Context: an optimization exercise on an open-source flow, tuned for small area. The choices shown serve that exercise and are no tape-out recipe.
Function was checked by simulation only, so behaviour that the tests miss may differ from the original.
Power is estimated from default activity; no workload was simulated.

<file path="design/flow/config.mk">
export PLATFORM = sky130hd
export DESIGN_NAME = sd_controller
export DESIGN_NICKNAME = sd_controller
export VERILOG_FILES = /design/flow/design.v
export SDC_FILE = /design/flow/constraint.sdc
export NUM_CORES = 4
export LEC_CHECK = 0
export CAP_MARGIN = 20
export CORE_MARGIN = 2
export CORE_UTILIZATION = 40
export SLEW_MARGIN = 20
</file>
<file path="design/flow/constraint.sdc">
create_clock -name core_clock -period 6.0 [get_ports {clk}]
set_input_delay 1.2000 -clock core_clock [delete_from_list [all_inputs] [get_ports {clk}]]
set_output_delay 1.2000 -clock core_clock [all_outputs]
set_load 0.01 [all_outputs]
</file>
<file path="design/flow/design.v">
module sd_controller(
    output cs,
    output mosi,
    input miso,
    output sclk,
    input rd,
    output reg [7:0] dout,
    output reg byte_available,
    input wr,
    input [7:0] din,
    output reg ready_for_next_byte,
    input reset,
    output ready,
    input [31:0] address,
    input clk,
    output [4:0] status,
    output reg [7:0] recv_data
);
    localparam RST = 5'd0;
    localparam INIT = 5'd1;
    localparam CMD0 = 5'd2;
    localparam CMD8 = 5'd20;
    localparam CMD55 = 5'd3;
    localparam CMD41 = 5'd4;
    localparam POLL_CMD = 5'd5;
    localparam IDLE = 5'd6;
    localparam READ_BLOCK = 5'd7;
    localparam READ_BLOCK_WAIT = 5'd8;
    localparam READ_BLOCK_DATA = 5'd9;
    localparam READ_BLOCK_CRC = 5'd10;
    localparam SEND_CMD = 5'd11;
    localparam RECEIVE_BYTE_WAIT = 5'd12;
    localparam RECEIVE_BYTE = 5'd13;
    localparam WRITE_BLOCK_CMD = 5'd14;
    localparam WRITE_BLOCK_INIT = 5'd15;
    localparam WRITE_BLOCK_DATA = 5'd16;
    localparam WRITE_BLOCK_BYTE = 5'd17;
    localparam WRITE_BLOCK_WAIT = 5'd18;
    reg [4:0] state;
    reg [4:0] return_state;
    reg sclk_sig;
    reg [9:0] byte_counter;
    reg [6:0] bit_counter;
    reg [31:0] arg;
    reg [7:0] slow_div;
    assign status = state;
    assign sclk = sclk_sig;
    assign ready = (state == IDLE);
    assign cs = (state == RST) || (state == INIT);
    wire slow_mode = (state == RST) || (state == INIT) || (state == CMD0);
    wire tick_fast = (slow_div[3:0] == 4'd0);
    wire clock_enable = tick_fast && (!slow_mode || slow_div[7:4] == 4'd0);
    wire [6:0] bit_dec = bit_counter - 7'd1;
    wire [9:0] byte_dec = byte_counter - 10'd1;
    wire bit_zero = (bit_counter == 7'd0);
    wire byte_zero = (byte_counter == 10'd0);
    wire cnt_zero = bit_zero && byte_zero;
    always @(posedge clk) begin
        if (reset) slow_div <= 8'd0;
        else slow_div <= slow_div + 8'd1;
    end
    reg cmd_bit;
    always @(*) begin
        cmd_bit = 1'b1;
        if (bit_counter[5:0] >= 6'd48) cmd_bit = 1'b1;
        else if (bit_counter[5:0] >= 6'd40) begin
            case (return_state)
                CMD8: cmd_bit = 8'h40 >> (bit_counter[5:0] - 6'd40);
                CMD55: cmd_bit = 8'h48 >> (bit_counter[5:0] - 6'd40);
                CMD41: cmd_bit = 8'h77 >> (bit_counter[5:0] - 6'd40);
                POLL_CMD: cmd_bit = 8'h69 >> (bit_counter[5:0] - 6'd40);
                READ_BLOCK_WAIT: cmd_bit = 8'h51 >> (bit_counter[5:0] - 6'd40);
                default: cmd_bit = 8'h58 >> (bit_counter[5:0] - 6'd40);
            endcase
        end else if (bit_counter[5:0] >= 6'd8) begin
            case (return_state)
                CMD8: cmd_bit = 1'b0;
                CMD55: cmd_bit = 32'h0000_01AA >> (bit_counter[5:0] - 6'd8);
                CMD41: cmd_bit = 1'b0;
                POLL_CMD: cmd_bit = 32'h4000_0000 >> (bit_counter[5:0] - 6'd8);
                default: cmd_bit = arg[bit_counter[4:0]];
            endcase
        end else begin
            case (return_state)
                CMD8: cmd_bit = 8'h95 >> bit_counter[2:0];
                CMD55: cmd_bit = 8'h87 >> bit_counter[2:0];
                CMD41: cmd_bit = 8'h01 >> bit_counter[2:0];
                POLL_CMD: cmd_bit = 8'h01 >> bit_counter[2:0];
                default: cmd_bit = 1'b1;
            endcase
        end
    end
    wire first_wr = (byte_counter == 10'd515);
    assign mosi = (state == SEND_CMD) ? cmd_bit :
                  (state == WRITE_BLOCK_BYTE || (state == WRITE_BLOCK_DATA && !first_wr)) ? arg[bit_counter[2:0]] :
                  1'b1;
    always @(posedge clk) begin
        if (reset) begin
            state <= RST;
            byte_counter <= 10'd7;
            bit_counter <= 7'd104;
            byte_available <= 1'b0;
            ready_for_next_byte <= 1'b0;
            dout <= 8'h00;
            recv_data <= 8'h00;
        end else if (clock_enable) begin
            case (state)
                RST: begin
                    if (cnt_zero) begin
                        sclk_sig <= 1'b0;
                        bit_counter <= 7'd80;
                        state <= INIT;
                    end else begin
                        bit_counter <= bit_dec;
                        if (bit_zero) byte_counter <= byte_dec;
                        sclk_sig <= 1'b1;
                    end
                end
                INIT: begin
                    if (bit_zero) begin
                        state <= CMD0;
                    end else begin
                        if (sclk_sig) bit_counter <= bit_dec;
                        sclk_sig <= ~sclk_sig;
                    end
                end
                CMD0: begin
                    bit_counter <= 7'd55;
                    return_state <= CMD8;
                    state <= SEND_CMD;
                end
                CMD8: begin
                    bit_counter <= 7'd55;
                    return_state <= CMD55;
                    state <= SEND_CMD;
                end
                CMD55: begin
                    bit_counter <= 7'd55;
                    return_state <= CMD41;
                    state <= SEND_CMD;
                end
                CMD41: begin
                    bit_counter <= 7'd55;
                    return_state <= POLL_CMD;
                    state <= SEND_CMD;
                end
                POLL_CMD: begin
                    if (recv_data[0] == 1'b0) state <= IDLE;
                    else state <= CMD55;
                end
                IDLE: begin
                    byte_available <= 1'b0;
                    if (rd) state <= READ_BLOCK;
                    else if (wr) state <= WRITE_BLOCK_CMD;
                end
                READ_BLOCK: begin
                    arg <= {address[23:0], address[31:24]};
                    bit_counter <= 7'd55;
                    return_state <= READ_BLOCK_WAIT;
                    state <= SEND_CMD;
                end
                READ_BLOCK_WAIT: begin
                    if (sclk_sig && !miso) begin
                        byte_counter <= 10'd511;
                        bit_counter <= 7'd7;
                        return_state <= READ_BLOCK_DATA;
                        state <= RECEIVE_BYTE;
                    end else if (cnt_zero) begin
                        state <= IDLE;
                    end else begin
                        bit_counter <= bit_dec;
                        if (bit_zero) byte_counter <= byte_dec;
                    end
                    sclk_sig <= ~sclk_sig;
                end
                READ_BLOCK_DATA: begin
                    dout <= recv_data;
                    byte_available <= 1'b1;
                    if (rd) begin
                        bit_counter <= 7'd7;
                        state <= RECEIVE_BYTE;
                        if (byte_zero) return_state <= READ_BLOCK_CRC;
                        else begin
                            byte_counter <= byte_dec;
                            return_state <= READ_BLOCK_DATA;
                        end
                    end
                end
                READ_BLOCK_CRC: begin
                    bit_counter <= 7'd7;
                    return_state <= IDLE;
                    state <= RECEIVE_BYTE;
                end
                SEND_CMD: begin
                    if (sclk_sig) begin
                        if (bit_zero) state <= RECEIVE_BYTE_WAIT;
                        else bit_counter <= bit_dec;
                    end
                    sclk_sig <= ~sclk_sig;
                end
                RECEIVE_BYTE_WAIT: begin
                    if (sclk_sig && !miso) begin
                        recv_data <= 8'h00;
                        bit_counter <= (return_state == CMD55) ? 7'd38 : 7'd6;
                        state <= RECEIVE_BYTE;
                    end
                    sclk_sig <= ~sclk_sig;
                end
                RECEIVE_BYTE: begin
                    byte_available <= 1'b0;
                    if (sclk_sig) begin
                        recv_data <= {recv_data[6:0], miso};
                        if (bit_zero) begin
                            state <= return_state;
                            if (return_state == READ_BLOCK_WAIT) begin
                                byte_counter <= 10'd507;
                                bit_counter <= 7'd104;
                            end
                        end else bit_counter <= bit_dec;
                    end
                    sclk_sig <= ~sclk_sig;
                end
                WRITE_BLOCK_CMD: begin
                    arg <= {address[23:0], address[31:24]};
                    bit_counter <= 7'd55;
                    return_state <= WRITE_BLOCK_INIT;
                    state <= SEND_CMD;
                    ready_for_next_byte <= 1'b1;
                end
                WRITE_BLOCK_INIT: begin
                    byte_counter <= 10'd515;
                    state <= WRITE_BLOCK_DATA;
                    ready_for_next_byte <= 1'b0;
                end
                WRITE_BLOCK_DATA: begin
                    if (byte_zero) begin
                        state <= RECEIVE_BYTE_WAIT;
                        return_state <= WRITE_BLOCK_WAIT;
                    end else begin
                        if (byte_counter == 10'd2 || byte_counter == 10'd1)
                            arg[7:0] <= 8'hFF;
                        else if (first_wr)
                            arg[7:0] <= 8'hFE;
                        else begin
                            arg[7:0] <= din;
                            ready_for_next_byte <= 1'b1;
                        end
                        bit_counter <= 7'd7;
                        state <= WRITE_BLOCK_BYTE;
                        byte_counter <= byte_dec;
                    end
                end
                WRITE_BLOCK_BYTE: begin
                    if (sclk_sig) begin
                        if (bit_zero) begin
                            state <= WRITE_BLOCK_DATA;
                            ready_for_next_byte <= 1'b0;
                        end else bit_counter <= bit_dec;
                    end
                    sclk_sig <= ~sclk_sig;
                end
                WRITE_BLOCK_WAIT: begin
                    if (sclk_sig && miso) state <= IDLE;
                    sclk_sig <= ~sclk_sig;
                end
                default: begin
                    state <= 5'bx;
                end
            endcase
        end
    end
endmodule
</file>
<file path="design/flow/flow/run.sh">
#!/bin/bash
# Layout flow: the standard synthesis, then an area-oriented re-mapping of the
# combinational logic only (registers and their names untouched, each result
# proven equivalent to the standard netlist), then the standard ORFS layout
# with minimum-size port buffers and no CTS dummy loads.
set -uo pipefail
W=$(pwd)
R=$W/orfs/results/sky130hd/sd_controller/base
LIB=$FLOW_HOME/platforms/sky130hd/lib/sky130_fd_sc_hd__tt_025C_1v80.lib
export BUFFER_PORTS_ARGS="-buffer_cell sky130_fd_sc_hd__buf_1"
export CTS_ARGS="-sink_clustering_enable -repair_clock_nets -dont_use_dummy_load -buf_list sky130_fd_sc_hd__clkbuf_8 -sink_clustering_size 50 -sink_clustering_max_diameter 300"

bash standard.sh synth > synth.log 2>&1 || exit 1

python3 flow/filt_lib.py $LIB flow/keep_cells.txt $W/comb.lib > filt.log 2>&1
cp $R/1_2_yosys.v $W/1_2_yosys.std.v
FFS=$(grep -oE "sky130_fd_sc_hd__(dfxtp|edfxtp|dfrtp|dfstp|sdfxtp|dfxbp|conb)_[0-9]+" $W/1_2_yosys.std.v | sort -u | tr '\n' ' ')

remap() {
  local k=$1
  cat > $W/resynth_$k.ys <<EOY
read_liberty -ignore_miss_func $LIB
read_verilog $W/1_2_yosys.std.v
hierarchy -top $FLOW_TOP
setattr -mod -set keep_hierarchy 1 $FFS
flatten
hierarchy -top $FLOW_TOP
delete $FFS
read_liberty -lib $LIB
hierarchy -top $FLOW_TOP
opt_clean -purge
abc -liberty $W/comb.lib -script $W/flow/$k.abc
opt_clean -purge
hilomap -singleton -hicell sky130_fd_sc_hd__conb_1 HI -locell sky130_fd_sc_hd__conb_1 LO
insbuf -buf sky130_fd_sc_hd__buf_4 A X
splitnets
opt_clean -purge
check -assert
tee -o $W/area_$k.txt stat -liberty $LIB
write_verilog -noattr -noexpr -nohex -nodec $W/1_2_yosys.$k.v
EOY
  # equivalence with the standard netlist, registers cut and paired by name
  cat > $W/equiv_$k.ys <<EOY
read_liberty -ignore_miss_func $LIB
read_verilog $W/1_2_yosys.std.v
rename $FLOW_TOP gold
read_verilog $W/1_2_yosys.$k.v
rename $FLOW_TOP gate
setattr -mod -set keep_hierarchy 1 $FFS
flatten gold gate
blackbox $FFS
rename -hide w:_*
rename -hide w:*.*
opt_clean -purge
equiv_make gold gate equiv
hierarchy -top equiv
equiv_simple
equiv_status -assert
EOY
  if yosys -s $W/resynth_$k.ys > $W/resynth_$k.log 2>&1 && yosys -s $W/equiv_$k.ys > $W/equiv_$k.log 2>&1; then
    awk '/Chip area/{print $NF}' $W/area_$k.txt > $W/ok_$k.txt
  fi
}
for k in s1 s2 s3 s4; do remap $k & done
wait
best=""; bestA=""
for k in s1 s2 s3 s4; do
  [ -s $W/ok_$k.txt ] || continue
  a=$(cat $W/ok_$k.txt)
  if [ -z "$best" ] || awk -v a=$a -v b=$bestA 'BEGIN{exit !(a<b)}'; then best=$k; bestA=$a; fi
done
if [ -n "$best" ]; then
  cp $W/1_2_yosys.$best.v $R/1_2_yosys.v
  rm -f $R/1_synth.odb $R/1_synth.sdc
  echo "using re-mapped netlist $best (area $bestA)" > $W/resynth.status
else
  echo "re-mapping failed; using standard netlist" > $W/resynth.status
fi

bash standard.sh > standard.log 2>&1
</file>
<file path="design/flow/flow/filt_lib.py">
import sys,re
lib, keep, out = sys.argv[1], set(open(sys.argv[2]).read().split()), sys.argv[3]
txt=open(lib).read()
res=[]; i=0
pat=re.compile(r'\n\s*cell\s*\(\s*"?([A-Za-z0-9_]+)"?\s*\)\s*\{')
pos=0
while True:
    m=pat.search(txt,pos)
    if not m: res.append(txt[pos:]); break
    res.append(txt[pos:m.start()])
    # find matching brace
    depth=0; j=m.end()-1
    while True:
        c=txt[j]
        if c=='{': depth+=1
        elif c=='}':
            depth-=1
            if depth==0: break
        j+=1
    if m.group(1) in keep: res.append(txt[m.start():j+1])
    pos=j+1
open(out,'w').write(''.join(res))
</file>
<file path="design/flow/flow/keep_cells.txt">
sky130_fd_sc_hd__a2111o_1
sky130_fd_sc_hd__a2111oi_0
sky130_fd_sc_hd__a2111oi_1
sky130_fd_sc_hd__a211o_1
sky130_fd_sc_hd__a211oi_1
sky130_fd_sc_hd__a21bo_1
sky130_fd_sc_hd__a21boi_0
sky130_fd_sc_hd__a21boi_1
sky130_fd_sc_hd__a21o_1
sky130_fd_sc_hd__a21oi_1
sky130_fd_sc_hd__a221o_1
sky130_fd_sc_hd__a221oi_1
sky130_fd_sc_hd__a222oi_1
sky130_fd_sc_hd__a22o_1
sky130_fd_sc_hd__a22oi_1
sky130_fd_sc_hd__a2bb2o_1
sky130_fd_sc_hd__a2bb2oi_1
sky130_fd_sc_hd__a311o_1
sky130_fd_sc_hd__a311oi_1
sky130_fd_sc_hd__a31o_1
sky130_fd_sc_hd__a31oi_1
sky130_fd_sc_hd__a32o_1
sky130_fd_sc_hd__a32oi_1
sky130_fd_sc_hd__a41o_1
sky130_fd_sc_hd__a41oi_1
sky130_fd_sc_hd__and2_0
sky130_fd_sc_hd__and2_1
sky130_fd_sc_hd__and2b_1
sky130_fd_sc_hd__and3_1
sky130_fd_sc_hd__and3b_1
sky130_fd_sc_hd__and4_1
sky130_fd_sc_hd__and4b_1
sky130_fd_sc_hd__and4bb_1
sky130_fd_sc_hd__fa_1
sky130_fd_sc_hd__fah_1
sky130_fd_sc_hd__fahcin_1
sky130_fd_sc_hd__fahcon_1
sky130_fd_sc_hd__ha_1
sky130_fd_sc_hd__inv_1
sky130_fd_sc_hd__maj3_1
sky130_fd_sc_hd__mux2_1
sky130_fd_sc_hd__mux2i_1
sky130_fd_sc_hd__mux4_1
sky130_fd_sc_hd__nand2_1
sky130_fd_sc_hd__nand2b_1
sky130_fd_sc_hd__nand3_1
sky130_fd_sc_hd__nand3b_1
sky130_fd_sc_hd__nand4_1
sky130_fd_sc_hd__nand4b_1
sky130_fd_sc_hd__nand4bb_1
sky130_fd_sc_hd__nor2_1
sky130_fd_sc_hd__nor2b_1
sky130_fd_sc_hd__nor3_1
sky130_fd_sc_hd__nor3b_1
sky130_fd_sc_hd__nor4_1
sky130_fd_sc_hd__nor4b_1
sky130_fd_sc_hd__nor4bb_1
sky130_fd_sc_hd__o2111a_1
sky130_fd_sc_hd__o2111ai_1
sky130_fd_sc_hd__o211a_1
sky130_fd_sc_hd__o211ai_1
sky130_fd_sc_hd__o21a_1
sky130_fd_sc_hd__o21ai_0
sky130_fd_sc_hd__o21ai_1
sky130_fd_sc_hd__o21ba_1
sky130_fd_sc_hd__o21bai_1
sky130_fd_sc_hd__o221a_1
sky130_fd_sc_hd__o221ai_1
sky130_fd_sc_hd__o22a_1
sky130_fd_sc_hd__o22ai_1
sky130_fd_sc_hd__o2bb2a_1
sky130_fd_sc_hd__o2bb2ai_1
sky130_fd_sc_hd__o311a_1
sky130_fd_sc_hd__o311ai_0
sky130_fd_sc_hd__o311ai_1
sky130_fd_sc_hd__o31a_1
sky130_fd_sc_hd__o31ai_1
sky130_fd_sc_hd__o32a_1
sky130_fd_sc_hd__o32ai_1
sky130_fd_sc_hd__o41a_1
sky130_fd_sc_hd__o41ai_1
sky130_fd_sc_hd__or2_0
sky130_fd_sc_hd__or2_1
sky130_fd_sc_hd__or2b_1
sky130_fd_sc_hd__or3_1
sky130_fd_sc_hd__or3b_1
sky130_fd_sc_hd__or4_1
sky130_fd_sc_hd__or4b_1
sky130_fd_sc_hd__or4bb_1
sky130_fd_sc_hd__xnor2_1
sky130_fd_sc_hd__xnor3_1
sky130_fd_sc_hd__xor2_1
sky130_fd_sc_hd__xor3_1
</file>
<file path="design/flow/flow/s1.abc">
strash
&get -n
&deepsyn -T 20
&put
dch -f
amap
topo
</file>
<file path="design/flow/flow/s2.abc">
strash
&get -n
&deepsyn -T 20
&put
dch -f
amap -m
topo
</file>
<file path="design/flow/flow/s3.abc">
strash
&get -n
&deepsyn -T 20
&put
dch -f
map -a
topo
</file>
<file path="design/flow/flow/s4.abc">
strash
&get -n
&deepsyn -T 20
&put
dch -f
amap
mfs2
strash
dch -f
amap
topo
</file>
<file path="design/flow/standard.sh">
#!/bin/bash
# synth_recipe.tcl (not shown) runs the flow's synth.tcl, then flattens the netlist and writes it again
# the make line also repeats each setting of config.mk as NAME=value (left out here)
make -C /OpenROAD-flow-scripts/flow DESIGN_CONFIG=/design/flow/config.mk WORK_HOME=/design/flow/orfs CLKGATE_MAP_FILE= SYNTH_SCRIPT=/design/flow/synth_recipe.tcl "${@:-finish}"
</file>
==> impl_results.md, run 1 <==
- Vias per cell: ~5.6
- Leakage: between 1.5 and 2 nW
- Synth Net Count: 522
- Routed Antenna Nets: 0
- Final sum of negative setup slack: 0 ns
- PortBufs: between 70 and 80
- Dpl cell area: 4450 µm²
- CP endpoint kind: flip-flop
- Clk pin slew, worst setup/hold paths: roughly 0.08 ns
- Cells after Synth: between 400 and 500
- Number of post-CTS setup repair buffers: 0
- RePlAce Congestion: 1.04
- Number of global-route vias before repair: 3619
- FF-to-FF End: byte_counter[8]$_SDFFE_PP0P_
- WP data required: 6.24 ns
- Drt first pass iters: 5
- Core region area: ~10000 µm²
- DRT Wirelength: 11000 µm
- CTS root buffer: clkbuf_8
- Worst R2R Setup Slack: around 1.5 ns
- Final core utilization: between 40 and 50%
- Worst Path Arrival: approximately 4.8 ns
- Worst R2R Path Depth: 18
- Initial antenna violation count: 0
- Final hold vios: 0
- Fillcell total: between 1000 and 1500
- CTS resizes: 0
- GRT Residual Overflow: 0
- Startpoint Class: flip-flop
- Status: finished clean
- # nets final: about 590
- Die Span Y: about 110 µm
- Num Clock Sinks: 86
- CTS tree: done
- Die W: approximately 110 µm
- H-tree depth: 3
- Drt drc: 0
- Syn avg cell area: a little under 9 µm²
- Initial DRC count: between 400 and 500
- Placed cells: between 600 and 700
- Worst-Skew Late Latency: roughly 0.36 ns
- Worst Slack Setup Final: around 1.5 ns
- Worst Max-Slew Pin Slew: ~0.88 ns
- Setup violators final: 0
- CTS Hold Bufs: 0
- Finished Cell Area: between 4000 and 5000 µm²
- Setup crit start: bit_counter[0]$_SDFFE_PP0P_
- Worst VDD drop: 0.000142 V
- Pre-CTS setup slack: about 1.5 ns
- Post-DP HPWL: a little over 8000 µm
- Ys Warns: 1
- Max-slew violations: 0
- Antenna cells: 0
- Worst Setup EP: byte_counter[8]$_SDFFE_PP0P_
- RR Startpoint: bit_counter[0]$_SDFFE_PP0P_
- Die area: 11200 µm²
- Ports: a little over 70
- Synth Cell Area: roughly 4100 µm²
- First-pass GRT wire length: about 18000 µm
- Final period util: between 70% and 80%
- Row count: 37
- Setup Crit Path Kind: reg -> reg
- Worst Hold Slack: about 0.46 ns
- PD cells: between 300 and 400 nW/µm²
- RSZ-0062 raised after global routing: no
- Post-layout min period: about 4.5 ns
- Fmax: roughly 0.22 GHz
- Area growth, synth to finish: 10.2%
- CTS buffer count: 9
- Max Cap Violations: 0
- Largest net degree at the start of global routing: 26
- Fin cells: roughly 670
- Skew final: about 0.023 ns
- Starting density of the core: roughly 41%
- Total GRT Usage: about 21%
- Crit Path Max Fanout: 8
- Hold Crit Class: reg -> reg
- Tot Pwr: 1.76 mW
- Layout cells sized above 1: roughly 2.2%
- Wire length per cell: ~16 µm
- Worst-case clock buffer depth: 2
- Via count: 3795
- Relative slew slack: roughly two fifths
==> where the power goes <==
group	total, mW	internal (mW)	switching, mW
Sequential	0.753	0.675	0.0781
Clock	0.316	0.134	0.181
Combinational	0.696	0.229	0.467
Total	1.76	1.04	0.726
==> sequential cells by signal (all words and copies together), names as in the netlist <==
signal	count
byte_available	1
bit_counter	7
recv_data	8
slow_div	8
byte_counter	10
dout	8
return_state	5
ready_for_next_byte	1
arg	32
state	5
sclk_sig	1
==> metal layers <==
layer / routed length [µm] / GRT usage [%] / vias to the layer above / part of all wire, %
met1: 4890 / 27.6 / 1742 / 44
met2: 4860 / 31.6 / 181 / 44
met3: 816 / 4.95 / 45 / 7.4
met4: 464 / 10.1 / 0 / 4.2
li1: - / - / 1827 / -
met5: 0 / 0 / - / 0
==> critical path, stage by stage (launching register included) <==
cell     delay, ns
dfxtp_1       0.38
nor2_1        0.50
inv_1         0.24
nor4_1        0.38
nand2_1       0.12
nor2_1        0.41
a31oi_1       0.19
nor4_1        0.24
o21ai_0       0.23
or3_1         0.37
nor2_1        0.20
nand2_1       0.12
nor2_1        0.13
inv_1         0.07
nor2_1        0.18
nand2_1       0.14
nor3_1        0.29
a21o_1        0.17
o21ai_0       0.07
==> worst min-delay path by stage <==
stage | start | end | slack, ns | depth (start not counted)
floorplan | slow_div[0]$_SDFF_PP0_ | slow_div[0]$_SDFF_PP0_ | 0.41 | 1
global placement | slow_div[0]$_SDFF_PP0_ | slow_div[0]$_SDFF_PP0_ | 0.43 | 1
detailed placement | slow_div[0]$_SDFF_PP0_ | slow_div[0]$_SDFF_PP0_ | 0.44 | 1
CTS | slow_div[0]$_SDFF_PP0_ | slow_div[0]$_SDFF_PP0_ | 0.46 | 1
global route | slow_div[0]$_SDFF_PP0_ | slow_div[0]$_SDFF_PP0_ | 0.47 | 1
finish | slow_div[0]$_SDFF_PP0_ | slow_div[0]$_SDFF_PP0_ | 0.46 | 1
==> layout make-up <==
cell class,count,area (µm²),area share (%)
clock buffers,9,124,2.71
inverters,58,218,4.76
multi-input cells,312,1680,36.7
flip-flops and latches,86,2100,46.0
well taps,136,170,3.72
repair buffers,73,282,6.16
==> placed cells by master, fill, tap and decap left out, drive strengths merged, types with 16 or more instances in the layout <==
| master | count |
|---|---|
| buf | 73 |
| a21oi | 26 |
| nand3 | 16 |
| dfxtp | 48 |
| edfxtp | 38 |
| nand2 | 26 |
| inv | 58 |
| nor2 | 78 |
| o21ai | 43 |
| nor3 | 22 |
==> run 2: changes to the inputs <==
==> design/flow/design.v (replaced) <==
module sd_controller(
    output cs,
    output mosi,
    input miso,
    output sclk,
    input rd,
    output reg [7:0] dout,
    output reg byte_available,
    input wr,
    input [7:0] din,
    output reg ready_for_next_byte,
    input reset,
    output ready,
    input [31:0] address,
    input clk,
    output [4:0] status,
    output reg [7:0] recv_data
);
    localparam RST = 5'd0;
    localparam INIT = 5'd1;
    localparam CMD0 = 5'd2;
    localparam CMD8 = 5'd20;
    localparam CMD55 = 5'd3;
    localparam CMD41 = 5'd4;
    localparam POLL_CMD = 5'd5;
    localparam IDLE = 5'd6;
    localparam READ_BLOCK = 5'd7;
    localparam READ_BLOCK_WAIT = 5'd8;
    localparam READ_BLOCK_DATA = 5'd9;
    localparam READ_BLOCK_CRC = 5'd10;
    localparam SEND_CMD = 5'd11;
    localparam RECEIVE_BYTE_WAIT = 5'd12;
    localparam RECEIVE_BYTE = 5'd13;
    localparam WRITE_BLOCK_CMD = 5'd14;
    localparam WRITE_BLOCK_INIT = 5'd15;
    localparam WRITE_BLOCK_DATA = 5'd16;
    localparam WRITE_BLOCK_BYTE = 5'd17;
    localparam WRITE_BLOCK_WAIT = 5'd18;
    reg [4:0] state;
    reg [4:0] return_state;
    reg sclk_sig;
    reg [11:0] byte_counter;
    reg [2:0] bit_counter;
    wire [14:0] cnt = {byte_counter, bit_counter};
    reg [31:0] arg;
    reg [3:0] fast_div;
    assign status = state;
    assign sclk = sclk_sig;
    assign ready = (state == IDLE);
    assign cs = (state == RST) || (state == INIT);
    wire slow_mode = (state == RST) || (state == INIT) || (state == CMD0);
    wire tick_fast = (fast_div == 4'd0);
    wire clock_enable = tick_fast && (!slow_mode || state == RST || cnt[3:0] == 4'd0);
    wire cnt_step = tick_fast && (slow_mode || sclk_sig);
    wire [14:0] cnt_dec = cnt - 15'd1;
    wire bit_zero = (bit_counter == 3'd0);
    wire byte_zero = (byte_counter == 12'd0);
    wire cnt_zero = bit_zero && byte_zero;
    always @(posedge clk) begin
        if (reset) fast_div <= 4'd0;
        else fast_div <= fast_div + 4'd1;
    end
    reg cmd_bit;
    always @(*) begin
        cmd_bit = 1'b1;
        if (cnt[5:0] >= 6'd48) cmd_bit = 1'b1;
        else if (cnt[5:0] >= 6'd40) begin
            case (return_state)
                CMD8: cmd_bit = 8'h40 >> (cnt[5:0] - 6'd40);
                CMD55: cmd_bit = 8'h48 >> (cnt[5:0] - 6'd40);
                CMD41: cmd_bit = 8'h77 >> (cnt[5:0] - 6'd40);
                POLL_CMD: cmd_bit = 8'h69 >> (cnt[5:0] - 6'd40);
                READ_BLOCK_WAIT: cmd_bit = 8'h51 >> (cnt[5:0] - 6'd40);
                default: cmd_bit = 8'h58 >> (cnt[5:0] - 6'd40);
            endcase
        end else if (cnt[5:0] >= 6'd8) begin
            case (return_state)
                CMD8: cmd_bit = 1'b0;
                CMD55: cmd_bit = 32'h0000_01AA >> (cnt[5:0] - 6'd8);
                CMD41: cmd_bit = 1'b0;
                POLL_CMD: cmd_bit = 32'h4000_0000 >> (cnt[5:0] - 6'd8);
                default: cmd_bit = arg[cnt[4:0]];
            endcase
        end else begin
            case (return_state)
                CMD8: cmd_bit = 8'h95 >> bit_counter[2:0];
                CMD55: cmd_bit = 8'h87 >> bit_counter[2:0];
                CMD41: cmd_bit = 8'h01 >> bit_counter[2:0];
                POLL_CMD: cmd_bit = 8'h01 >> bit_counter[2:0];
                default: cmd_bit = 1'b1;
            endcase
        end
    end
    wire first_wr = (byte_counter == 12'd515);
    assign mosi = (state == SEND_CMD) ? cmd_bit :
                  (state == WRITE_BLOCK_BYTE) ? arg[bit_counter[2:0]] :
                  (state == WRITE_BLOCK_DATA) ? (first_wr | arg[0]) :
                  1'b1;
    always @(posedge clk) begin
        if (reset) begin
            state <= RST;
            sclk_sig <= 1'b1;
            {byte_counter, bit_counter} <= 15'd16000;
            byte_available <= 1'b0;
            ready_for_next_byte <= 1'b0;
            dout <= 8'h00;
            recv_data <= 8'h00;
        end else begin
            if (cnt_step) {byte_counter, bit_counter} <= cnt_dec;
            if (clock_enable) begin
            case (state)
                RST: begin
                    if (cnt_zero) begin
                        sclk_sig <= 1'b0;
                        {byte_counter, bit_counter} <= 15'd2575;
                        state <= INIT;
                    end else begin
                        sclk_sig <= 1'b1;
                    end
                end
                INIT: begin
                    if (cnt_zero) begin
                        state <= CMD0;
                    end else begin
                        sclk_sig <= ~sclk_sig;
                    end
                end
                CMD0: begin
                    {byte_counter, bit_counter} <= 15'd55;
                    return_state <= CMD8;
                    state <= SEND_CMD;
                end
                CMD8: begin
                    {byte_counter, bit_counter} <= 15'd55;
                    return_state <= CMD55;
                    state <= SEND_CMD;
                end
                CMD55: begin
                    {byte_counter, bit_counter} <= 15'd55;
                    return_state <= CMD41;
                    state <= SEND_CMD;
                end
                CMD41: begin
                    {byte_counter, bit_counter} <= 15'd55;
                    return_state <= POLL_CMD;
                    state <= SEND_CMD;
                end
                POLL_CMD: begin
                    if (recv_data[0] == 1'b0) state <= IDLE;
                    else state <= CMD55;
                end
                IDLE: begin
                    byte_available <= 1'b0;
                    if (rd) state <= READ_BLOCK;
                    else if (wr) state <= WRITE_BLOCK_CMD;
                end
                READ_BLOCK: begin
                    arg <= {address[23:0], address[31:24]};
                    {byte_counter, bit_counter} <= 15'd55;
                    return_state <= READ_BLOCK_WAIT;
                    state <= SEND_CMD;
                end
                READ_BLOCK_WAIT: begin
                    if (sclk_sig && !miso) begin
                        {byte_counter, bit_counter} <= {12'd512, 3'd7};
                        return_state <= READ_BLOCK_DATA;
                        state <= RECEIVE_BYTE;
                    end else if (cnt_zero) begin
                        state <= IDLE;
                    end
                    sclk_sig <= ~sclk_sig;
                end
                READ_BLOCK_DATA: begin
                    dout <= recv_data;
                    byte_available <= 1'b1;
                    if (rd) begin
                        state <= RECEIVE_BYTE;
                        if (byte_zero) return_state <= READ_BLOCK_CRC;
                        else return_state <= READ_BLOCK_DATA;
                    end
                end
                READ_BLOCK_CRC: begin
                    return_state <= IDLE;
                    state <= RECEIVE_BYTE;
                end
                SEND_CMD: begin
                    if (sclk_sig && cnt_zero) state <= RECEIVE_BYTE_WAIT;
                    sclk_sig <= ~sclk_sig;
                end
                RECEIVE_BYTE_WAIT: begin
                    if (sclk_sig && !miso) begin
                        recv_data <= 8'h00;
                        {byte_counter, bit_counter} <= (return_state == CMD55) ? 15'd38 : 15'd6;
                        state <= RECEIVE_BYTE;
                    end
                    sclk_sig <= ~sclk_sig;
                end
                RECEIVE_BYTE: begin
                    byte_available <= 1'b0;
                    if (sclk_sig) begin
                        recv_data <= {recv_data[6:0], miso};
                        if (bit_zero && (byte_zero || return_state != CMD55)) begin
                            state <= return_state;
                            if (return_state == READ_BLOCK_WAIT) begin
                                {byte_counter, bit_counter} <= 15'd32500;
                            end
                        end
                    end
                    sclk_sig <= ~sclk_sig;
                end
                WRITE_BLOCK_CMD: begin
                    arg <= {address[23:0], address[31:24]};
                    {byte_counter, bit_counter} <= 15'd55;
                    return_state <= WRITE_BLOCK_INIT;
                    state <= SEND_CMD;
                    ready_for_next_byte <= 1'b1;
                end
                WRITE_BLOCK_INIT: begin
                    byte_counter <= 12'd515;
                    state <= WRITE_BLOCK_DATA;
                    ready_for_next_byte <= 1'b0;
                end
                WRITE_BLOCK_DATA: begin
                    if (byte_zero) begin
                        state <= RECEIVE_BYTE_WAIT;
                        return_state <= WRITE_BLOCK_WAIT;
                    end else begin
                        if (byte_counter == 12'd2 || byte_counter == 12'd1)
                            arg[7:0] <= 8'hFF;
                        else if (first_wr)
                            arg[7:0] <= 8'hFE;
                        else begin
                            arg[7:0] <= din;
                            ready_for_next_byte <= 1'b1;
                        end
                        state <= WRITE_BLOCK_BYTE;
                    end
                end
                WRITE_BLOCK_BYTE: begin
                    if (sclk_sig && bit_zero) begin
                        state <= WRITE_BLOCK_DATA;
                        ready_for_next_byte <= 1'b0;
                    end
                    sclk_sig <= ~sclk_sig;
                end
                WRITE_BLOCK_WAIT: begin
                    if (sclk_sig && miso) state <= IDLE;
                    sclk_sig <= ~sclk_sig;
                end
                default: begin
                    state <= 5'bx;
                end
            endcase
            end
        end
    end
endmodule
==> run 2 against run 1 <==
Compared with the run above:
- die area down 5.9%
- first-iteration DRC count fell by 49%
- worst hold slack got worse by 0.022 ns
- still clean
- sequential power shrank about 20%
- register-to-register slack better by 0.76 ns
- critical path depth fell by 4
- combinational power is 82% lower
- total power fell by 41%
- global-route usage up 0.26 points
- routed wire length shrank 3.6%
==> impl_results.md, run 2 <==
- Fin cells: roughly 650
- Worst-case clock buffer depth: 2
- Largest Register: arg
- Largest registers: arg: 32 flops, byte_counter: 12 flops
- H-tree depth: 3
- Die W: a little over 100 µm
- Tot Pwr: 1.05 mW
- Initial antenna violation count: 0
- RePlAce Congestion: between 1 and 1.5
- PortBufs: approximately 70
- Core region area: ~9600 µm²
- Status: finished clean
- Most frequent cells in the layout: 77 x nor2_1, 71 x buf_1, 55 x inv_1
- Combinational power share: between 10% and 20%
- Cells after Synth: about 450
- CP max-delay cell: dfxtp_1
- Post-layout min period: about 4.5 ns
- Max-slew violations: 0
- Wire length per cell: 16.4 µm
- WP buf/inv: 3
- Largest net degree at the start of global routing: 26
- Crit Path Max Fanout: 14
- Max reg flops: 32
- Number of global-route vias before repair: between 3000 and 4000
- Row count: 36
- Starting density of the core: 40.6%
- Vias per cell: 5.44
- Setup violators final: 0
- # nets final: approximately 560
- Setup Crit Path Kind: reg -> out
- Drt drc: 0
- Synth Cell Area: approximately 3900 µm²
- CP endpoint kind: output pin
- Drt first pass iters: 5
- DRT Wirelength: between 10000 and 15000 µm
- Max Cap Violations: 0
- RSZ-0062 raised after global routing: no
- Routed Antenna Nets: 0
- Placed cells: 639
- P_int: 0.764 mW
- Most common cell after layout, fill and taps aside: nor2_1
- Number of post-CTS setup repair buffers: 0
- Worst VDD drop: roughly 0.00014 V
- Area growth, synth to finish: 10.9%
- Startpoint Class: flip-flop
- Worst Max-Slew Pin Slew: 0.905 ns
- WP data required: roughly 4.8 ns
- CTS root buffer: clkbuf_8
- CTS tree: done
- Worst Hold Slack: 0.435 ns
- Skew final: 0.0267 ns
- Most used cell, CP: nor2_1
- Worst Path Arrival: between 3 and 4 ns
- Final hold vios: 0
- Finished Cell Area: roughly 4300 µm²
- Clk pin slew, worst setup/hold paths: 0.09 ns
- Die Span Y: around 100 µm
- Sequential share of power: approximately 58%
- Fillcell total: between 900 and 1000
- Relative slew slack: between 30% and 40%
- Num Clock Sinks: 80
- PD cells: between 200 and 250 nW/µm²
- Clock network fraction of total power: 30.1%
- Fmax: about 0.22 GHz
- Die area: 10500 µm²
- Dpl cell area: 4190 µm²
- First-pass GRT wire length: 16800 µm
- CTS Hold Bufs: 0
- Antenna cells: 0
- Crit path max-delay family: simple AND/OR/NAND/NOR gates
- Via count: about 3500
- Leakage: 1.46 nW
- Max incr delay on CP: between 0.4 and 0.5 ns
- Final period util: 74.5%
- CTS resizes: 0
- Crit path cell chain: nor2_1 -> inv_1 -> nor2_1 -> inv_1 -> nor2_1 -> nor3_1 -> a222oi_1 -> nor4_1 -> nor4_1 -> a21oi_1 -> nor3_1 -> nor2_1 -> o21a_1 -> buf_1
- CTS buffer count: 9
- Worst-Skew Late Latency: roughly 0.36 ns
- Ys Warns: 1
- Post-DP HPWL: between 7000 and 8000 µm
- Total GRT Usage: a little over a fifth
- Synth Net Count: roughly 500
- Hold Crit Class: reg -> reg
- Syn avg cell area: 8.58 µm²
- Sw frac: between 20% and 30%
- Initial DRC count: 230
- Final sum of negative setup slack: 0 ns
- Psw: between 0.2 and 0.3 mW
- GRT Residual Overflow: 0
- Ports: slightly above 70
- Layout cells sized above 1: around 2.5%
[run 2: cell types whose count changed in the layout (fill, tap and decap cells not counted), moves of 3 or more]
cell / change
a21oi_1: -6
a222oi_1: -4
and3_1: -4
dfxtp_1: -5
inv_1: -3
nand2_1: +8
nor4_1: -3
o21ai_0: -7
o22ai_1: +4
[run 2: power groups by stage]
stage	sequential (mW)	clock [mW]	combinational, mW
after floorplan	0.608	0	0.0894
final	0.604	0.314	0.127
after global placement	0.616	0	0.124
after CTS	0.603	0.321	0.125
after global routing	0.606	0.343	0.145
after detailed placement	0.616	0	0.125
[run 2: path summary, 6_finish.rpt]
path                                               end                 startpoint  slack, ns  cells after the start
worst max-delay path                              mosi  bit_counter[0]$_SDFF_PP0_       1.53                     14
worst min-delay path            fast_div[0]$_SDFF_PP0_     fast_div[0]$_SDFF_PP0_       0.43                      1
worst max register to register        arg[6]$_DFFE_PP_  bit_counter[0]$_SDFF_PP0_       2.21                     11
worst min register to register  fast_div[0]$_SDFF_PP0_     fast_div[0]$_SDFF_PP0_       0.43                      1
[run 2: worst register-to-register path, cell delays in order, from the launching register on]
cell and delay (ns):
dfxtp_1 0.47, nor2_1 0.40, inv_1 0.15, nor2_1 0.27, inv_1 0.18, o22ai_1 0.20, o21bai_1 0.24, nor2_1 0.50
inv_1 0.21, nor3_2 0.14, buf_4 0.33, a21o_1 0.35
[run 2: cell type report]
| type | instances | area, µm² | area share [%] |
|---|---|---|---|
| inverter | 55 | 206 | 4.78 |
| timing repair buffer | 73 | 282 | 6.51 |
| clock buffer | 9 | 124 | 2.87 |
| sequential | 80 | 1970 | 45.6 |
| multi-input combinational | 298 | 1570 | 36.4 |
| tap | 133 | 166 | 3.85 |
[run 2: routing by layer]
layer	part of all wire, %	track usage (%)
met5	0	0
met4	2.4	9.13
met3	7.0	4.81
met2	46	32.6
met1	45	28.1
[run 2: stage by stage]
| stage | setup WS [ns] | utilization, % |
|---|---|---|
| after floorplan | 1.89 | - |
| after global placement | 2.05 | 43.7 |
| after detailed placement | 2.02 | 43.7 |
| after CTS | 1.62 | 45.0 |
| after global routing | 1.25 | 45.0 |
| final | 1.53 | 45.0 |
==> run 3: changes to the inputs <==
--- a/design/flow/design.v
+++ b/design/flow/design.v
@@ -43,5 +43,8 @@
     reg [2:0] bit_counter;
     wire [14:0] cnt = {byte_counter, bit_counter};
-    reg [31:0] arg;
+    assign argv = {cnt[14:6], arg};
+    wire frame_end = (cnt[5:0] == 6'd0);
+    reg [22:0] arg;
+    wire [31:0] argv;
     reg [3:0] fast_div;
     assign status = state;
@@ -80,5 +83,5 @@
                 CMD41: cmd_bit = 1'b0;
                 POLL_CMD: cmd_bit = 32'h4000_0000 >> (cnt[5:0] - 6'd8);
-                default: cmd_bit = arg[cnt[4:0]];
+                default: cmd_bit = argv[cnt[4:0]];
             endcase
         end else begin
@@ -127,20 +130,24 @@
                 end
                 CMD0: begin
-                    {byte_counter, bit_counter} <= 15'd55;
+                    arg <= {address[14:0], address[31:24]};
+                    {byte_counter, bit_counter} <= {address[23:15], 6'd55};
                     return_state <= CMD8;
                     state <= SEND_CMD;
                 end
                 CMD8: begin
-                    {byte_counter, bit_counter} <= 15'd55;
+                    arg <= {address[14:0], address[31:24]};
+                    {byte_counter, bit_counter} <= {address[23:15], 6'd55};
                     return_state <= CMD55;
                     state <= SEND_CMD;
                 end
                 CMD55: begin
-                    {byte_counter, bit_counter} <= 15'd55;
+                    arg <= {address[14:0], address[31:24]};
+                    {byte_counter, bit_counter} <= {address[23:15], 6'd55};
                     return_state <= CMD41;
                     state <= SEND_CMD;
                 end
                 CMD41: begin
-                    {byte_counter, bit_counter} <= 15'd55;
+                    arg <= {address[14:0], address[31:24]};
+                    {byte_counter, bit_counter} <= {address[23:15], 6'd55};
                     return_state <= POLL_CMD;
                     state <= SEND_CMD;
@@ -156,6 +163,6 @@
                 end
                 READ_BLOCK: begin
-                    arg <= {address[23:0], address[31:24]};
-                    {byte_counter, bit_counter} <= 15'd55;
+                    arg <= {address[14:0], address[31:24]};
+                    {byte_counter, bit_counter} <= {address[23:15], 6'd55};
                     return_state <= READ_BLOCK_WAIT;
                     state <= SEND_CMD;
@@ -185,5 +192,5 @@
                 end
                 SEND_CMD: begin
-                    if (sclk_sig && cnt_zero) state <= RECEIVE_BYTE_WAIT;
+                    if (sclk_sig && frame_end) state <= RECEIVE_BYTE_WAIT;
                     sclk_sig <= ~sclk_sig;
                 end
@@ -210,6 +217,6 @@
                 end
                 WRITE_BLOCK_CMD: begin
-                    arg <= {address[23:0], address[31:24]};
-                    {byte_counter, bit_counter} <= 15'd55;
+                    arg <= {address[14:0], address[31:24]};
+                    {byte_counter, bit_counter} <= {address[23:15], 6'd55};
                     return_state <= WRITE_BLOCK_INIT;
                     state <= SEND_CMD;
==> run 3 against run 2 <==
Compared with the run above:
- clock power shrank 7.6%
- non-clock buffer count is the same
- largest power group unchanged
- register-to-register slack is essentially flat
- largest cell class unchanged
- routed wire length shrank 2.6%
- sequential power grew 9.9%
- highest routed layer unchanged
- critical path type unchanged
- critical path depth shrank 3
- global-route usage grew 0.28 points
- setup slack gained 0.38 ns
- cell area shrank 6.1%
==> impl_results.md, run 3 <==
- # nets final: between 500 and 600
- Final core utilization: between 40% and 50%
- P_int: roughly 0.94 mW
- Psw: around 0.68 mW
- Ys Warns: 1
- Synth Net Count: a little under 500
- Synth Cell Area: between 3000 and 4000 µm²
- Startpoint Class: flip-flop
- PortBufs: between 70 and 80
- Sequential cell area: between 1500 and 2000 µm²
- DRT Wirelength: roughly 10000 µm
- CTS Hold Bufs: 0
- Drt drc: 0
- Most frequent cells in the layout: 80 x nor2_1, 71 x buf_1, 57 x inv_1
- Ports: 72
- Status: finished clean
- PD cells: approximately 400 nW/µm²
- CTS buffer count: 9
- Worst Path Arrival: approximately 2.9 ns
- Largest Register: arg
- Largest registers: arg: 23 flops, byte_counter: 12 flops
- Core region area: just under 9000 µm²
- Worst Hold Depth: 1
- RePlAce Congestion: 0.944
- H-tree depth: 3
- Leakage: between 1 and 1.5 nW
- Via count: 3473
- Die area: between 9000 and 10000 µm²
- WP data required: ~4.8 ns
- Max-slew violations: 0
- RR Startpoint: state[3]$_SDFFE_PP0P_
- Worst Max-Slew Pin Slew: 1.12 ns
- Max reg flops: 23
- Pre-CTS setup slack: between 2 and 2.5 ns
- Area growth, synth to finish: 10.4%
- First-pass GRT wire length: roughly 17000 µm
- Final sum of negative setup slack: 0 ns
- Post-DP HPWL: roughly 8000 µm
- Worst-Skew Late Latency: around 0.35 ns
- Final period util: roughly two thirds
- Worst VDD drop: 0.000147 V
- Vias per cell: 5.62
- Worst-case clock buffer depth: 2
- CP max-delay cell: dfxtp_1
- Final hold vios: 0
- Hold Crit Class: reg -> reg
- Initial DRC count: 269
- Crit path cell chain: inv_1 -> nor2_1 -> inv_1 -> o22ai_1 -> a2111oi_0 -> or3_1 -> o2111a_1 -> o21ai_0 -> o311a_1 -> nor2_1 -> buf_1
- Max incr delay on CP: 0.51 ns
- Finished Cell Area: 4060 µm²
- Drt first pass iters: 5
- Multi-input gate area: approximately 1600 µm²
- Crit path max-delay family: simple AND/OR/NAND/NOR gates
- Largest net degree at the start of global routing: 22
- Cells after Synth: between 400 and 500
- Sw frac: around two fifths
- Crit Path Max Fanout: 10
- Most common cell after layout, fill and taps aside: nor2_1
- GRT Residual Overflow: 0
- Antenna cells: 0
- Post-layout min period: 4.09 ns
- Number of post-CTS setup repair buffers: 0
- CP endpoint kind: output pin
- Relative slew slack: between 20% and 30%
- Die W: 99.9 µm
- Setup violators final: 0
- FF-to-FF End: byte_counter[11]$_SDFF_PP0_
- Die Span Y: around 100 µm
- Combinational power share: about two fifths
- CTS tree: done
- Skew final: about 0.026 ns
- Hold Startpoint: fast_div[0]$_SDFF_PP0_
- Fillcell total: slightly above 900
- CTS root buffer: clkbuf_8
- WP buf/inv: 3
- Setup Crit Path Kind: reg -> out
- Worst R2R Path Depth: 20
- Sequential share of power: between 40% and 50%
- Clk pin slew, worst setup/hold paths: around 0.060 ns
- Number of global-route vias before repair: around 3300
- CTS resizes: 0
- Worst R2R Setup Slack: approximately 2.2 ns
- Fmax: between 0.2 and 0.25 GHz
- Starting density of the core: between 40% and 50%
- RSZ-0062 raised after global routing: no
- Total GRT Usage: between 20% and 30%
- Syn avg cell area: 8.19 µm²
- Routed Antenna Nets: 0
- Row count: 34
- Layout cells sized above 1: under 10%
- Initial antenna violation count: 0
- Dpl cell area: slightly below 4000 µm²
- Wire length per cell: 16.8 µm
- Num Clock Sinks: slightly above 70
- Worst Slack Setup Final: approximately 1.9 ns
- Clock network fraction of total power: between 15 and 20%
- Hold Path Sink: fast_div[0]$_SDFF_PP0_
- Max Cap Violations: 0
run 3: cell count changes in the layout (fill, tap and decap cells not counted), moves of 3 or more:
cell       delta
nor3_1        +5
a2111oi_0     +3
nor4_1        -4
a21oi_1       +3
o21a_1        +3
a221oi_1      +3
edfxtp_1      -9
o21ai_0       -6
nand2_1       -4
nor2_1        +3
run 3: final cells by class:
type	count	share of cell area [%]
Clock buffer	9	3.05
Tap cell	108	3.33
Inverter	57	5.27
Multi-Input combinational cell	300	39.5
Timing Repair Buffer	73	6.94
Sequential cell	71	41.9
run 3: layer usage:
layer	wire length [µm]	share of wire, %	GRT usage, %
met1	5030	49	30.6
met2	4600	44	31.4
met3	584	5.6	4.74
met4	138	1.3	7.59
met5	0	0	0
run 3: per-stage QoR:
stage                     instances  hold slack (ns)  total power [mW]
after floorplan                 449            0.398              1.13
after CTS                       618            0.431              1.61
after detailed placement        609            0.420              1.32
after global routing            618            0.465              1.73
after global placement          609            0.406              1.32
final                           618            0.432              1.61
run 3: worst max path at each step:
stage / start / depth (start not counted) / endpoint
4_1_cts: bit_counter[0]$_SDFF_PP0_ / 11 / mosi
2_1_floorplan: state[3]$_SDFFE_PP0P_ / 20 / byte_counter[11]$_SDFF_PP0_
6_report: bit_counter[0]$_SDFF_PP0_ / 11 / mosi
3_5_place_dp: state[4]$_SDFFE_PP0P_ / 20 / byte_counter[11]$_SDFF_PP0_
5_1_grt: state[3]$_SDFFE_PP0P_ / 20 / byte_counter[11]$_SDFF_PP0_
3_3_place_gp: state[4]$_SDFFE_PP0P_ / 20 / byte_counter[11]$_SDFF_PP0_
run 3: power groups by stage:
stage | Clock (mW) | Sequential (mW) | Combinational [mW]
2_1_floorplan | 0 | 0.643 | 0.486
3_3_place_gp | 0 | 0.674 | 0.645
3_5_place_dp | 0 | 0.674 | 0.646
4_1_cts | 0.301 | 0.663 | 0.648
5_1_grt | 0.322 | 0.675 | 0.736
6_report | 0.290 | 0.664 | 0.660
==> run 4: changes to the inputs <==
--- a/design/flow/design.v
+++ b/design/flow/design.v
@@ -38,5 +38,8 @@
     localparam WRITE_BLOCK_WAIT = 5'd18;
     reg [4:0] state;
-    reg [4:0] return_state;
+    reg [3:0] ret_code;
+    wire [4:0] return_state = {ret_code[3:2] == 2'b00 && ret_code[0] == 1'b0,
+                               ret_code[3], ret_code[2] | (ret_code == 4'd0),
+                               ret_code[1:0]};
     reg sclk_sig;
     reg [11:0] byte_counter;
@@ -132,5 +135,5 @@
                     arg <= {address[14:0], address[31:24]};
                     {byte_counter, bit_counter} <= {address[23:15], 6'd55};
-                    return_state <= CMD8;
+                    ret_code <= 4'd0;
                     state <= SEND_CMD;
                 end
@@ -138,5 +141,5 @@
                     arg <= {address[14:0], address[31:24]};
                     {byte_counter, bit_counter} <= {address[23:15], 6'd55};
-                    return_state <= CMD55;
+                    ret_code <= CMD55[3:0];
                     state <= SEND_CMD;
                 end
@@ -144,5 +147,5 @@
                     arg <= {address[14:0], address[31:24]};
                     {byte_counter, bit_counter} <= {address[23:15], 6'd55};
-                    return_state <= CMD41;
+                    ret_code <= CMD41[3:0];
                     state <= SEND_CMD;
                 end
@@ -150,5 +153,5 @@
                     arg <= {address[14:0], address[31:24]};
                     {byte_counter, bit_counter} <= {address[23:15], 6'd55};
-                    return_state <= POLL_CMD;
+                    ret_code <= POLL_CMD[3:0];
                     state <= SEND_CMD;
                 end
@@ -165,5 +168,5 @@
                     arg <= {address[14:0], address[31:24]};
                     {byte_counter, bit_counter} <= {address[23:15], 6'd55};
-                    return_state <= READ_BLOCK_WAIT;
+                    ret_code <= READ_BLOCK_WAIT[3:0];
                     state <= SEND_CMD;
                 end
@@ -171,5 +174,5 @@
                     if (sclk_sig && !miso) begin
                         {byte_counter, bit_counter} <= {12'd512, 3'd7};
-                        return_state <= READ_BLOCK_DATA;
+                        ret_code <= READ_BLOCK_DATA[3:0];
                         state <= RECEIVE_BYTE;
                     end else if (cnt_zero) begin
@@ -183,10 +186,10 @@
                     if (rd) begin
                         state <= RECEIVE_BYTE;
-                        if (byte_zero) return_state <= READ_BLOCK_CRC;
-                        else return_state <= READ_BLOCK_DATA;
+                        if (byte_zero) ret_code <= READ_BLOCK_CRC[3:0];
+                        else ret_code <= READ_BLOCK_DATA[3:0];
                     end
                 end
                 READ_BLOCK_CRC: begin
-                    return_state <= IDLE;
+                    ret_code <= IDLE[3:0];
                     state <= RECEIVE_BYTE;
                 end
@@ -219,5 +222,5 @@
                     arg <= {address[14:0], address[31:24]};
                     {byte_counter, bit_counter} <= {address[23:15], 6'd55};
-                    return_state <= WRITE_BLOCK_INIT;
+                    ret_code <= WRITE_BLOCK_INIT[3:0];
                     state <= SEND_CMD;
                     ready_for_next_byte <= 1'b1;
@@ -231,5 +234,5 @@
                     if (byte_zero) begin
                         state <= RECEIVE_BYTE_WAIT;
-                        return_state <= WRITE_BLOCK_WAIT;
+                        ret_code <= WRITE_BLOCK_WAIT[3:0];
                     end else begin
                         if (byte_counter == 12'd2 || byte_counter == 12'd1)
==> run 4 against run 3 <==
Compared with the run above:
- largest cell class unchanged
- sequential power shrank about 20%
- cell area grew 0.40%
- fmax shrank 1.5%
- synthesized area grew 0.14%
- combinational power shrank 77%
- highest routed layer unchanged
- core utilization shrank 1.1 points
- sequential cell count shrank 1
- first-iteration DRC count shrank 31%
==> impl_results.md, run 4 <==
- Status: finished clean
- Max Cap Violations: 0
- Layout cells sized above 1: under 10%
- Routed Antenna Nets: 0
- CP max-delay cell: dfxtp_1
- Wire length per cell: around 17 µm
- CTS resizes: 0
- Ys Warns: 1
- Worst Path Arrival: between 2 and 3 ns
- PortBufs: 71
- Fmax: approximately 0.24 GHz
- Fillcell total: approximately 950
- Core region area: between 9000 and 10000 µm²
- Max reg flops: 23
- Finished Cell Area: 4080 µm²
- H-tree depth: 3
- Final period util: 69.2%
- CTS buffer count: 9
- Die Span Y: roughly 100 µm
- Cells after Synth: between 400 and 500
- Dpl cell area: slightly below 4000 µm²
- Leakage: 1.47 nW
- Largest net degree at the start of global routing: 22
- Largest registers: arg: 23 flops, byte_counter: 12 flops
- CTS tree: done
- Initial antenna violation count: 0
- Largest Register: arg
- CP endpoint kind: output pin
- Worst Max-Slew Pin Slew: between 0.8 and 0.9 ns
- Skew final: 0.0385 ns
- Most frequent cells in the layout: 74 x nor2_1, 71 x buf_1, 54 x inv_1
- # nets final: around 560
- WP data required: roughly 4.8 ns
- GRT Residual Overflow: 0
- Die W: 99.9 µm
- Setup violators final: 0
- Total GRT Usage: roughly 22%
- Multi-input gate area: about 1600 µm²
- Worst-Skew Late Latency: between 0.3 and 0.4 ns
- Relative slew slack: about 43%
- Initial DRC count: 185
- Num Clock Sinks: 70
- Worst-case clock buffer depth: 2
- Post-DP HPWL: 7950 µm
- Drt drc: 0
- RSZ-0062 raised after global routing: no
- Worst Slack Setup Final: 1.85 ns
- Post-layout min period: between 4 and 5 ns
- Worst R2R Setup Slack: 1.96 ns
- Max-slew violations: 0
- Synth Cell Area: 3680 µm²
- DRT Wirelength: 10800 µm
- Syn avg cell area: 8.20 µm²
- Number of global-route vias before repair: ~3500
- Starting density of the core: about two fifths
- Setup Crit Path Kind: reg -> out
- Via count: approximately 3600
- CTS Hold Bufs: 0
- Final sum of negative setup slack: 0 ns
- Row count: 35
- Antenna cells: 0
- Clk pin slew, worst setup/hold paths: 0.10 ns
- PD cells: 240 nW/µm²
- Pre-CTS setup slack: around 2.0 ns
- Crit Path Max Fanout: 12
- RePlAce Congestion: slightly below 1
- Die area: 9990 µm²
- First-pass GRT wire length: approximately 17000 µm
- CTS root buffer: clkbuf_8
- Sequential cell area: about 1700 µm²
- Drt first pass iters: 5
- Ports: between 70 and 80
- Synth Net Count: a little under 500
- Max incr delay on CP: about 0.58 ns
- Vias per cell: between 5 and 6
- Area growth, synth to finish: 10.7%
- Worst VDD drop: about 0.00013 V
- Most common cell after layout, fill and taps aside: nor2_1
- Crit path cell chain: inv_1 -> nor2_1 -> inv_1 -> o221a_1 -> o221ai_1 -> o2111ai_1 -> nand2_1 -> a21oi_1 -> nor3_1 -> a21oi_1 -> nor4_1 -> o21bai_1 -> nor2b_1 -> buf_1
- Number of post-CTS setup repair buffers: 0
- Hold Crit Class: reg -> reg
- Startpoint Class: flip-flop
- Final hold vios: 0
-- run 4: final cells by class --
| type | instances | area share, % |
|---|---|---|
| multi-input cells | 304 | 40.5 |
| flip-flops and latches | 70 | 41.0 |
| well taps | 111 | 3.41 |
| inverters | 54 | 4.97 |
| clock buffers | 9 | 3.04 |
| repair buffers | 74 | 7.09 |
-- run 4: critical path: cells and delay by family, from the launching register on --
kind | cells | cell delay, ns
and+or+nand+nor | 5 | 0.85
AOI/OAI and AO/OA | 6 | 0.78
DFF | 1 | 0.58
buffers and inverters | 3 | 0.39
-- run 4: worst paths after layout --
kind,startpoint,end,depth (start not counted)
max reg2reg,state[3]$_SDFFE_PP0P_,byte_counter[11]$_SDFF_PP0_,23
max,bit_counter[1]$_SDFF_PP0_,mosi,14
min,fast_div[0]$_SDFF_PP0_,fast_div[0]$_SDFF_PP0_,1
min reg2reg,fast_div[0]$_SDFF_PP0_,fast_div[0]$_SDFF_PP0_,1
-- run 4: power by group --
group / internal, mW / total [mW] / switching (mW)
Combinational: 0.0619 / 0.154 / 0.0922
Sequential: 0.508 / 0.531 / 0.0234
Clock: 0.134 / 0.294 / 0.160
-- run 4: per-stage QoR --
stage | hold slack [ns] | utilization (%) | cells | total power, mW
after global placement | 0.430 | 43.6 | 613 | 0.691
after floorplan | 0.414 | - | 449 | 0.642
after global routing | 0.501 | 45.0 | 622 | 1.03
final | 0.472 | 45.0 | 622 | 0.979
after CTS | 0.470 | 45.0 | 622 | 0.980
after detailed placement | 0.447 | 43.6 | 613 | 0.691
-- run 4: per-layer routing --
| metal | vias to the layer above | track usage (%) | routed length (µm) |
|---|---|---|---|
| li1 | 1732 | - | - |
| met1 | 1667 | 28.9 | 4860 |
| met2 | 161 | 35.4 | 4850 |
| met3 | 31 | 5.78 | 746 |
| met4 | 0 | 8.54 | 337 |
| met5 | - | 0 | 0 |
==> run 5: changes to the inputs <==
--- a/design/flow/design.v
+++ b/design/flow/design.v
@@ -9,5 +9,5 @@
     input wr,
     input [7:0] din,
-    output reg ready_for_next_byte,
+    output ready_for_next_byte,
     input reset,
     output ready,
@@ -98,4 +98,8 @@
         end
     end
+    assign ready_for_next_byte =
+        ((return_state == WRITE_BLOCK_INIT) &&
+         (state == SEND_CMD || state == RECEIVE_BYTE_WAIT || state == RECEIVE_BYTE || state == WRITE_BLOCK_INIT)) ||
+        ((state == WRITE_BLOCK_BYTE) && !(byte_counter == 12'd515 || byte_counter == 12'd2 || byte_counter == 12'd1));
     wire first_wr = (byte_counter == 12'd515);
     assign mosi = (state == SEND_CMD) ? cmd_bit :
@@ -106,8 +110,6 @@
         if (reset) begin
             state <= RST;
-            sclk_sig <= 1'b1;
             {byte_counter, bit_counter} <= 15'd16000;
             byte_available <= 1'b0;
-            ready_for_next_byte <= 1'b0;
             dout <= 8'h00;
             recv_data <= 8'h00;
@@ -224,10 +226,8 @@
                     ret_code <= WRITE_BLOCK_INIT[3:0];
                     state <= SEND_CMD;
-                    ready_for_next_byte <= 1'b1;
                 end
                 WRITE_BLOCK_INIT: begin
                     byte_counter <= 12'd515;
                     state <= WRITE_BLOCK_DATA;
-                    ready_for_next_byte <= 1'b0;
                 end
                 WRITE_BLOCK_DATA: begin
@@ -242,5 +242,4 @@
                         else begin
                             arg[7:0] <= din;
-                            ready_for_next_byte <= 1'b1;
                         end
                         state <= WRITE_BLOCK_BYTE;
@@ -250,5 +249,4 @@
                     if (sclk_sig && bit_zero) begin
                         state <= WRITE_BLOCK_DATA;
-                        ready_for_next_byte <= 1'b0;
                     end
                     sclk_sig <= ~sclk_sig;
--- a/design/flow/flow/run.sh
+++ b/design/flow/flow/run.sh
@@ -62,8 +62,11 @@
   fi
 }
-for k in s1 s2 s3 s4; do remap $k & done
+# two rounds of four re-mappings (one per CPU); the smallest proven one is used
+for k in a b c d; do remap $k & done
+wait
+for k in e f g h; do remap $k & done
 wait
 best=""; bestA=""
-for k in s1 s2 s3 s4; do
+for k in a b c d e f g h; do
   [ -s $W/ok_$k.txt ] || continue
   a=$(cat $W/ok_$k.txt)
==> design/flow/flow/a.abc (new file) <==
strash
&get -n
&deepsyn -T 20 
&put
dch -f
amap
topo
==> design/flow/flow/b.abc (new file) <==
strash
&get -n
&deepsyn -T 20 
&put
dch -f
amap -m
topo
==> design/flow/flow/c.abc (new file) <==
strash
&get -n
&deepsyn -T 20 
&put
dch -f
amap
mfs2
strash
dch -f
amap
topo
==> design/flow/flow/d.abc (new file) <==
strash
&get -n
&deepsyn -T 20 -S 1
&put
dch -f
amap
mfs2
strash
dch -f
amap
topo
==> design/flow/flow/e.abc (new file) <==
strash
&get -n
&deepsyn -T 20 -S 2
&put
dch -f
amap -m
topo
==> design/flow/flow/f.abc (new file) <==
strash
&get -n
&deepsyn -T 20 -S 3
&put
dch -f
amap
topo
==> design/flow/flow/g.abc (new file) <==
strash
&get -n
&deepsyn -T 20 -o
&put
dch -f
amap
mfs2
strash
dch -f
amap
topo
==> design/flow/flow/h.abc (new file) <==
strash
&get -n
&deepsyn -T 20 
&put
dch -f
map -a
topo
removed: design/flow/flow/s1.abc
removed: design/flow/flow/s2.abc
removed: design/flow/flow/s3.abc
removed: design/flow/flow/s4.abc
==> run 5 against run 4 <==
Compared with the run above:
- clock skew shrank 0.013 ns
- global-route usage decreased by 0.66 points
- first-iteration DRC count up 86%
- total power rose by 67%
- sequential share of layout area grew 0.47 points
- cell area shrank 1.7%
- combinational power grew to 4.5 times the previous value
- count of clock-buffer cells in the layout unchanged
- largest cell class unchanged
==> impl_results.md, run 5 <==
- Status: finished clean
- Crit path cell chain: nand2_1 -> nor3_1 -> nor3_1 -> a21oi_1 -> o221ai_1 -> o21a_1 -> a311o_1 -> o32ai_1 -> nand2_1 -> o21a_1 -> o31a_1 -> buf_1
- Drt first pass iters: 5
- Most common cell after layout, fill and taps aside: nor2_1
- Number of post-CTS setup repair buffers: 0
- Worst-Skew Late Latency: roughly 0.35 ns
- # nets final: between 500 and 600
- Ys Warns: 1
- Die area: 9810 µm²
- Worst-case clock buffer depth: 2
- PD cells: between 400 and 500 nW/µm²
- Via count: 3532
- Crit Path Max Fanout: 6
- Largest net degree at the start of global routing: 19
- Max-slew violations: 0
- Dpl cell area: a little under 4000 µm²
- Final core utilization: a little under half
- Tot Pwr: ~1.6 mW
- Initial DRC count: around 340
- Finished Cell Area: ~4000 µm²
- Syn avg cell area: 8.05 µm²
- DRT Wirelength: roughly 10000 µm
- Hold Crit Class: reg -> reg
- Worst R2R Setup Slack: 1.95 ns
- CTS Hold Bufs: 0
- CTS tree: done
- Initial antenna violation count: 0
- Fillcell total: 917
- Number of global-route vias before repair: between 3000 and 4000
- Relative slew slack: 40.5%
- Starting density of the core: between 40% and 50%
- Post-DP HPWL: about 7600 µm
- Drt drc: 0
- Final sum of negative setup slack: 0 ns
- Row count: 34
- Largest registers: arg: 23 flops, byte_counter: 12 flops
- Cells after Synth: around 450
- Wire length per cell: around 16 µm
- Worst Max-Slew Pin Slew: slightly below 0.9 ns
- Skew final: roughly 0.025 ns
- Worst Path Arrival: 2.89 ns
- Setup violators final: 0
- Max Cap Violations: 0
- Setup Crit Path Kind: reg -> out
- GRT Residual Overflow: 0
- Die Span Y: 99.1 µm
- RePlAce Congestion: approximately 0.99
- PortBufs: around 70
- CTS resizes: 0
- Final period util: between 60% and 70%
- H-tree depth: 3
- Antenna cells: 0
- First-pass GRT wire length: 16700 µm
- Area growth, synth to finish: 10.8%
- Synth Net Count: just under 500
- Num Clock Sinks: just under 70
- Routed Antenna Nets: 0
- Ports: 72
- Most frequent cells in the layout: 79 x nor2_1, 71 x buf_1, 64 x inv_1
- RSZ-0062 raised after global routing: no
- Max incr delay on CP: roughly 0.45 ns
- Startpoint Class: flip-flop
- Vias per cell: approximately 5.7
- Synth Cell Area: about 3600 µm²
- Leakage: 1.41 nW
- Total GRT Usage: 21.5%
- Clk pin slew, worst setup/hold paths: 0.06 ns
- CTS root buffer: clkbuf_8
- Max reg flops: 23
- CTS buffer count: 9
- CP endpoint kind: output pin
- Post-layout min period: 4.09 ns
- Worst Hold Slack: between 0.4 and 0.5 ns
- Worst VDD drop: roughly 0.00019 V
- Die W: around 99 µm
- WP buf/inv: 1
- Layout cells sized above 1: under 10%
- Final hold vios: 0
- Fmax: 0.245 GHz
- Crit path max-delay family: compound AO/OA/AOI/OAI gates
- Largest Register: arg
- Core region area: just under 9000 µm²
- WP data required: between 4 and 5 ns
- CP max-delay cell: nor3_1
==> run 5: worst reg2reg max path, delay by kind of cell (launching register included) <==
family                    cells  cell delay (ns)
AOI/OAI and AO/OA             1             0.14
xor gates and xnor gates      1             0.07
buffers and inverters        10             0.77
DFF                           1             0.39
and+or+nand+nor              18             2.59
==> run 5: metal layers <==
layer / global-route usage (%) / routed length [µm] / up-vias
li1: - / - / 1709
met1: 29.7 / 4370 / 1600
met2: 32.9 / 4570 / 196
met3: 5.39 / 914 / 27
met4: 7.59 / 283 / 0
met5: 0 / 0 / -
==> run 5: worst paths after layout <==
| check | start | end | cells after the start |
|---|---|---|---|
| setup / recovery | ret_code[1]$_DFFE_PP_ | mosi | 12 |
| hold / removal | fast_div[0]$_SDFF_PP0_ | fast_div[0]$_SDFF_PP0_ | 1 |
| setup reg to reg | state[3]$_SDFFE_PP0P_ | byte_counter[11]$_SDFF_PP0_ | 30 |
| hold reg to reg | fast_div[0]$_SDFF_PP0_ | fast_div[0]$_SDFF_PP0_ | 1 |
==> run 5: cell type report <==
cell class,instances,area [µm²],area share [%]
Tap cell,108,135,3.37
Clock buffer,9,124,3.09
Inverter,64,240,6.00
Multi-Input combinational cell,295,1560,38.8
Timing Repair Buffer,74,289,7.22
Sequential cell,69,1660,41.5
==> run 5: per-stage QoR <==
stage          std cells  setup WS [ns]
3_3_place_gp         609           2.29
3_5_place_dp         610           2.06
6_report             619           1.91
4_1_cts              619           1.91
2_1_floorplan        449           2.58
5_1_grt              619           1.26
==> run 5: report_power, final <==
part / internal (mW) / switching [mW] / total [mW]
clock: 0.134 / 0.153 / 0.287
sequential: 0.566 / 0.0932 / 0.659
combinational: 0.224 / 0.468 / 0.693
total: 0.924 / 0.714 / 1.64

-- separate check: timing with driven ports --
No port has a modelled driver above. Below, the same layouts with a new extraction and two added sets of constraints. Step 1 sets driving cells, clkbuf_16 on the clock port and buf_2 on the other inputs (assumed; they add their load-dependent delay and slew). Step 2, shift: input delay + t, output delay - t, t = (earliest + latest rising clock arrival at the registers) / 2. This alone moves slack from input paths to output paths. Three values: ideal ports, drivers, drivers and shift; two values: the first two.
run	shift t [ns]	setup slack, ns	hold slack, ns	clock arrival spread, ns
run 1	0.379	1.455 / 1.455 / 1.455	0.457 / 0.457 / 0.457	0.023 / 0.023
run 2	0.376	1.533 / 1.499 / 1.875	0.435 / 0.435 / 0.435	0.027 / 0.027
run 3	0.367	1.911 / 1.881 / 2.212	0.432 / 0.432 / 0.432	0.026 / 0.026
run 4	0.365	1.851 / 1.819 / 1.956	0.472 / 0.472 / 0.472	0.040 / 0.040
run 5	0.370	1.914 / 1.882 / 1.948	0.435 / 0.435 / 0.435	0.026 / 0.026
After both steps setup and hold are still met in every run listed.
